Context: an optimization exercise on an open-source flow, tuned for small area, a short achievable clock period and few clock cycles. The choices shown serve that exercise and are no tape-out recipe. Only simulation tests tie the RTL to the original design; equivalence was not proved.

## red
==> flow/design.v <==
`timescale 1ns / 1ps
module datapath(Clk,Rst,imem_addr,imem_rdata,dmem_addr,dmem_wdata,dmem_we,dmem_re,dmem_rdata);
input Clk,Rst;
output [31:0] imem_addr;
input  [31:0] imem_rdata;
output [31:0] dmem_addr;
output [31:0] dmem_wdata;
output dmem_we;
output dmem_re;
input  [31:0] dmem_rdata;
reg  [9:0]  pc;           
reg  [31:0] ir;           
reg  [31:1] oh_rs;        
reg  [31:1] oh_rt;        
reg         fw_rs;        
reg         fw_rt;        
reg         xv;           
reg         xpred;        
reg  [1:0]  fctr;         
reg         mbusy;        
reg  [1:0]  mstep;        
reg  [31:0] m_res;        
reg  [9:0]  m_addr;       
reg  [4:0]  m_rd;         
reg         m_lw, m_sw;
reg  [31:0] rf [1:31];
assign imem_addr  = {20'b0, pc, 2'b0};
assign dmem_addr  = {20'b0, m_addr, 2'b0};
assign dmem_wdata = m_res;
assign dmem_we    = m_sw;
assign dmem_re    = m_lw;
wire [9:0] pc1      = pc + 10'd1;
wire       f_pred   = (imem_rdata[31:26] == 6'h05) & (imem_rdata[15] | fctr[1]);
wire [9:0] f_target = pc1 + imem_rdata[9:0];
wire [5:0] op = ir[31:26];
wire [5:0] fn = ir[5:0];
wire [4:0] rs = ir[25:21];
wire [4:0] rt = ir[20:16];
wire [4:0] rd = ir[15:11];
wire [4:0] sh = ir[10:6];
wire op_r   = (op == 6'h00);
wire op_s2  = (op == 6'h1c);
wire i_add  = op_r  & (fn == 6'h20);
wire i_sub  = op_r  & (fn == 6'h22);
wire i_and  = op_r  & (fn == 6'h24);
wire i_or   = op_r  & (fn == 6'h25);
wire i_slt  = op_r  & (fn == 6'h2a);
wire i_sll  = op_r  & (fn == 6'h00);
wire i_srl  = op_r  & (fn == 6'h02);
wire i_mul  = op_s2 & (fn == 6'h02);
wire i_clz  = op_s2 & (fn == 6'h20);
wire i_clo  = op_s2 & (fn == 6'h21);
wire i_addi = (op == 6'h08);
wire i_ori  = (op == 6'h0d);
wire i_lw   = (op == 6'h23);
wire i_sw   = (op == 6'h2b);
wire i_bne  = (op == 6'h05);
wire wr_rd  = i_add | i_sub | i_and | i_or | i_slt | i_sll | i_srl | i_mul | i_clz | i_clo;
wire wr_rt  = i_addi | i_ori | i_lw;
wire [4:0] dest = (xv & wr_rd) ? rd : (xv & wr_rt) ? rt : 5'd0;
reg  [31:0] rf_a, rf_b;
integer q;
always @(*) begin
    rf_a = 32'd0;
    rf_b = 32'd0;
    for (q = 1; q < 32; q = q + 1) begin
        rf_a = rf_a | (rf[q] & {32{oh_rs[q]}});
        rf_b = rf_b | (rf[q] & {32{oh_rt[q]}});
    end
end
wire [31:0] a = rf_a | (m_res & {32{fw_rs}});
wire [31:0] b = rf_b | (m_res & {32{fw_rt}});
wire [31:0] imm = {{16{ir[15]}}, ir[15:0]};
wire use_imm = i_addi | i_ori | i_lw | i_sw;
wire [31:0] bo  = use_imm ? imm : b;
wire        subt = i_sub | i_slt | i_bne;
wire [32:0] sum  = {1'b0, a} + {1'b0, subt ? ~b : bo} + {32'd0, subt};
wire [31:0] ca = (m_lw & fw_rs) ? dmem_rdata : a;
wire [31:0] cb = (m_lw & fw_rt) ? dmem_rdata : b;
wire        ltu  = ca < cb;
wire        ne   = |sum[31:0];
wire [31:0] lz_in = i_clo ? ~a : a;
reg  [5:0]  lz;
integer k;
always @(*) begin
    lz = 6'd32;
    for (k = 0; k < 32; k = k + 1)
        if (lz_in[k]) lz = 6'd31 - k[5:0];
end
wire        i_sh   = i_sll | i_srl;
wire        m_op   = i_mul | i_sh;
wire [31:0] b_rev;
genvar g;
generate for (g = 0; g < 32; g = g + 1) begin : rev
    assign b_rev[g]    = b[31-g];
    assign mout_rev[g] = mout[31-g];
end endgenerate
wire [31:0] mx     = i_mul ? a : i_srl ? b_rev : b;
wire [1:0]  mslice = mbusy ? mstep : (i_mul ? 2'd0 : sh[4:3]);
wire [31:0] xs     = (mslice == 2'd0) ? mx :
                     (mslice == 2'd1) ? {mx[23:0], 8'd0} :
                     (mslice == 2'd2) ? {mx[15:0], 16'd0} : {mx[7:0], 24'd0};
wire [8:0]  bc     = (mslice == 2'd3) ? b[31:23] :
                     (mslice == 2'd2) ? b[23:15] :
                     (mslice == 2'd1) ? b[15:7]  : {b[7:0], 1'b0};
wire [31:0] macc   = mbusy ? m_res : 32'd0;
wire [31:0] b_eq   = ~(b ^ {32{b[31]}});
wire        m_done = ~i_mul | (mslice == 2'd3) |
                     ((mslice == 2'd2) & (&b_eq[30:23])) |
                     ((mslice == 2'd1) & (&b_eq[30:15])) |
                     ((mslice == 2'd0) & (&b_eq[30:7]));
reg  [31:0] pp [0:3];
reg  [3:0]  ng;
reg  [2:0]  bt;
reg         one, two;
integer j;
always @(*) begin
    for (j = 0; j < 4; j = j + 1) begin
        bt    = bc[2*j +: 3];
        if (i_mul) begin
            ng[j] = bt[2] & ~(bt[1] & bt[0]);
            one   = bt[0] ^ bt[1];
            two   = (bt[2] & ~bt[1] & ~bt[0]) | (~bt[2] & bt[1] & bt[0]);
        end else begin
            ng[j] = 1'b0;
            one   = ~mbusy & (sh[2:1] == j) & ~sh[0];
            two   = ~mbusy & (sh[2:1] == j) &  sh[0];
        end
        pp[j] = (({32{one}} & xs) | ({32{two}} & {xs[30:0], 1'b0})) ^ {32{ng[j]}};
    end
end
wire [31:0] mout_rev;
wire [31:0] mout = macc + pp[0] + {pp[1][29:0], 2'b0} + {pp[2][27:0], 4'b0} + {pp[3][25:0], 6'b0}
                 + {25'd0, ng[3], 1'b0, ng[2], 1'b0, ng[1], 1'b0, ng[0]};
wire ldstall  = xv & ~i_slt & m_lw & (fw_rs | fw_rt);
wire m_go     = xv & m_op & ~ldstall;
wire mulstall = m_go & ~m_done;
wire stall    = ldstall | mulstall;
reg [31:0] res;
always @(*) begin
    res = sum[31:0];
    if (i_and)         res = a & b;
    if (i_or | i_ori)  res = a | bo;
    if (i_slt)         res = {31'd0, ltu};
    if (i_clz | i_clo) res = {26'd0, lz};
    if (m_op)          res = (i_srl & ~mulstall) ? mout_rev : mout;
    if (i_sw)          res = b;
end
wire taken    = i_bne & ne;
wire redirect = xv & i_bne & ~ldstall & (taken != xpred);
wire [9:0] x_redir = pc + (xpred ? (~ir[9:0] + 10'd1) : ir[9:0]);
wire [4:0] n_rs = stall ? rs : imem_rdata[25:21];
wire [4:0] n_rt = stall ? rt : imem_rdata[20:16];
wire [4:0] n_rd = stall ? 5'd0 : dest;
wire       n_fs = (n_rd != 5'd0) & (n_rd == n_rs);
wire       n_ft = (n_rd != 5'd0) & (n_rd == n_rt);
always @(posedge Clk) begin
    if (Rst) begin
        pc    <= 10'd0;
        xv    <= 1'b0;
        mbusy <= 1'b0;
        fctr  <= 2'b01;
        m_rd  <= 5'd0;
        m_lw  <= 1'b0;
        m_sw  <= 1'b0;
    end else begin
        if (redirect) begin
            pc <= x_redir;
            xv <= 1'b0;
        end else if (!stall) begin
            pc <= f_pred ? f_target : pc1;
            xv <= 1'b1;
        end
        if (xv & i_bne & ~ldstall & ~ir[15])
            fctr <= taken ? (fctr == 2'b11 ? 2'b11 : fctr + 2'b01)
                          : (fctr == 2'b00 ? 2'b00 : fctr - 2'b01);
        if (m_go) begin
            mbusy <= mulstall;
            mstep <= mslice + 2'd1;
        end
        if (stall) begin
            m_rd <= 5'd0;
            m_lw <= 1'b0;
            m_sw <= 1'b0;
        end else begin
            m_rd <= n_rd;
            m_lw <= xv & i_lw;
            m_sw <= xv & i_sw;
        end
    end
end
integer r;
always @(posedge Clk) begin
    if (!stall) begin
        ir    <= imem_rdata;
        xpred <= f_pred;
    end
    for (r = 1; r < 32; r = r + 1) begin
        oh_rs[r] <= (n_rs == r) & ~n_fs;
        oh_rt[r] <= (n_rt == r) & ~n_ft;
    end
    fw_rs <= n_fs;
    fw_rt <= n_ft;
    m_res  <= res;
    m_addr <= sum[11:2];
    if (m_rd != 5'd0)
        rf[m_rd] <= m_lw ? dmem_rdata : m_res;
end
endmodule
==> flow/config.mk <==
export PLATFORM = sky130hd
export DESIGN_NAME = datapath
export DESIGN_NICKNAME = datapath
export VERILOG_FILES = /design/flow/design.v
export SDC_FILE = /design/flow/constraint.sdc
export NUM_CORES = 8
export LEC_CHECK = 0
export CAP_MARGIN = 5
export CORE_MARGIN = 2
export CORE_UTILIZATION = 40
export CTS_BUF_LIST = sky130_fd_sc_hd__clkbuf_8
export CTS_CLUSTER_DIAMETER = 50
export CTS_CLUSTER_SIZE = 16
export SLEW_MARGIN = 5
==> flow/constraint.sdc <==
create_clock -name core_clock -period 35.0 [get_ports {Clk}]
set_input_delay 7.0000 -clock core_clock [delete_from_list [all_inputs] [get_ports {Clk}]]
set_output_delay 7.0000 -clock core_clock [all_outputs]
set_load 0.01 [all_outputs]
standard.sh (not shown) runs the stock make flow with config.mk's settings and CLKGATE_MAP_FILE= SYNTH_SCRIPT=/design/flow/synth_recipe.tcl, a recipe that flattens the netlist after the stock synthesis.
==> flow/flow/run.sh <==
#!/bin/bash
# Standard ORFS layout, with repair_timing asked to leave a setup margin so
# that the resizer works on the paths that set the achieved period, and the
# port buffers made with a plain buffer cell.
set -euo pipefail
bash standard.sh SETUP_SLACK_MARGIN=26.5 'BUFFER_PORTS_ARGS=-buffer_cell sky130_fd_sc_hd__buf_2' finish > make_finish.log 2>&1
Testbench counts of red, summed over its fixed seeds: cycles 194,651.
--- input diff red..blue ---
-- flow/design.v --
<<< red, line 13
reg  [31:1] oh_rs;        
reg  [31:1] oh_rt;        
reg         fw_rs;        
reg         fw_rt;        
>>> blue, line 13
reg  [31:1] oh_rs;        
reg  [31:1] oh_rt;        
reg  [31:1] ol_rs;        
reg  [31:1] ol_rt;        
reg         fw_rs;        
reg         fw_rt;        
<<< red, line 65
    rf_b = 32'd0;
    for (q = 1; q < 32; q = q + 1) begin
        rf_a = rf_a | (rf[q] & {32{oh_rs[q]}});
        rf_b = rf_b | (rf[q] & {32{oh_rt[q]}});
    end
end
wire [31:0] a = rf_a | (m_res & {32{fw_rs}});
wire [31:0] b = rf_b | (m_res & {32{fw_rt}});
wire [31:0] imm = {{16{ir[15]}}, ir[15:0]};
wire use_imm = i_addi | i_ori | i_lw | i_sw;
>>> blue, line 67
    rf_b = 32'd0;
    for (q = 1; q < 32; q = q + 1) begin
        rf_a = rf_a | (rf[q] & {{16{oh_rs[q]}}, {16{ol_rs[q]}}});
        rf_b = rf_b | (rf[q] & {{16{oh_rt[q]}}, {16{ol_rt[q]}}});
    end
end
wire [31:0] a = {rf_a[31:16] | (m_res[31:16] & {16{fw_rs}}), fw_rs ? m_res[15:0] : rf_a[15:0]};
wire [31:0] b = {rf_b[31:16] | (m_res[31:16] & {16{fw_rt}}), fw_rt ? m_res[15:0] : rf_b[15:0]};
wire [31:0] imm = {{16{ir[15]}}, ir[15:0]};
wire use_imm = i_addi | i_ori | i_lw | i_sw;
<<< red, line 142
    if (i_and)         res = a & b;
    if (i_or | i_ori)  res = a | bo;
    if (i_slt)         res = {31'd0, ltu};
    if (i_clz | i_clo) res = {26'd0, lz};
    if (m_op)          res = (i_srl & ~mulstall) ? mout_rev : mout;
>>> blue, line 144
    if (i_and)         res = a & b;
    if (i_or | i_ori)  res = a | bo;
    if (i_slt)         res = 32'd0;
    if (i_clz | i_clo) res = {26'd0, lz};
    if (m_op)          res = (i_srl & ~mulstall) ? mout_rev : mout;
<<< red, line 199
        oh_rs[r] <= (n_rs == r) & ~n_fs;
        oh_rt[r] <= (n_rt == r) & ~n_ft;
    end
    fw_rs <= n_fs;
    fw_rt <= n_ft;
    m_res  <= res;
    m_addr <= sum[11:2];
    if (m_rd != 5'd0)
>>> blue, line 201
        oh_rs[r] <= (n_rs == r) & ~n_fs;
        oh_rt[r] <= (n_rt == r) & ~n_ft;
        ol_rs[r] <= (n_rs == r);
        ol_rt[r] <= (n_rt == r);
    end
    fw_rs <= n_fs;
    fw_rt <= n_ft;
    m_res  <= {res[31:1], i_slt ? ltu : res[0]};
    m_addr <= sum[11:2];
    if (m_rd != 5'd0)
Notes after the runs:
Every stage of the flow completed for blue, and the final layout passed the timing, DRC and antenna checks.
Delta (blue minus red): die footprint went up 0.0041 mm², final worst slack shows an increase of 310 ps, register-to-register path setup slack rose 420 ps.
Compared blue vs red, and number of global-route vias before repair is down in blue.
Worst setup path startpoint = m_res[6]: blue; worst setup path startpoint = oh_rs[19]: red
red → blue: number of buffers other than clock buffers in the final layout has increased, post-synthesis xor/xnor area fraction has remained practically unchanged, routed wire length has decreased, number of antenna violations at the first check in global routing has increased, synthesized cell count has increased.
Testbench counts of blue, summed over its fixed seeds: cycles 194,651.

==> re-timing with driven ports <==
In the flow no input, the clock included, has a driving cell. The finished layouts below were timed again as built, in two steps.
Step 1, drivers: a clkbuf_16 drives Clk and a buf_2 each remaining input, both assumed.
Step 2 adds t to the input delays and takes it off the output delays; t is the mean of the earliest and latest rising clock arrival at the registers after step 1. Input paths then give back, and output paths get back, about the clock's delay inside the block.
Slacks: ideal ports / drivers / drivers and shift; pairs: ideal ports / drivers.
| run | t (ns) | slack for setup (ns) | hold WS [ns] |
|---|---|---|---|
| red | 0.980 | 26.184 / 26.155 / 25.449 | 0.496 / 0.496 / 0.496 |
| blue | 0.971 | 26.492 / 26.415 / 25.660 | 0.537 / 0.537 / 0.537 |
After both steps setup and hold are still met in every run listed. The setup slack of blue, which loses most, moves by -0.077 ns with the drivers and by -0.832 ns with both steps.
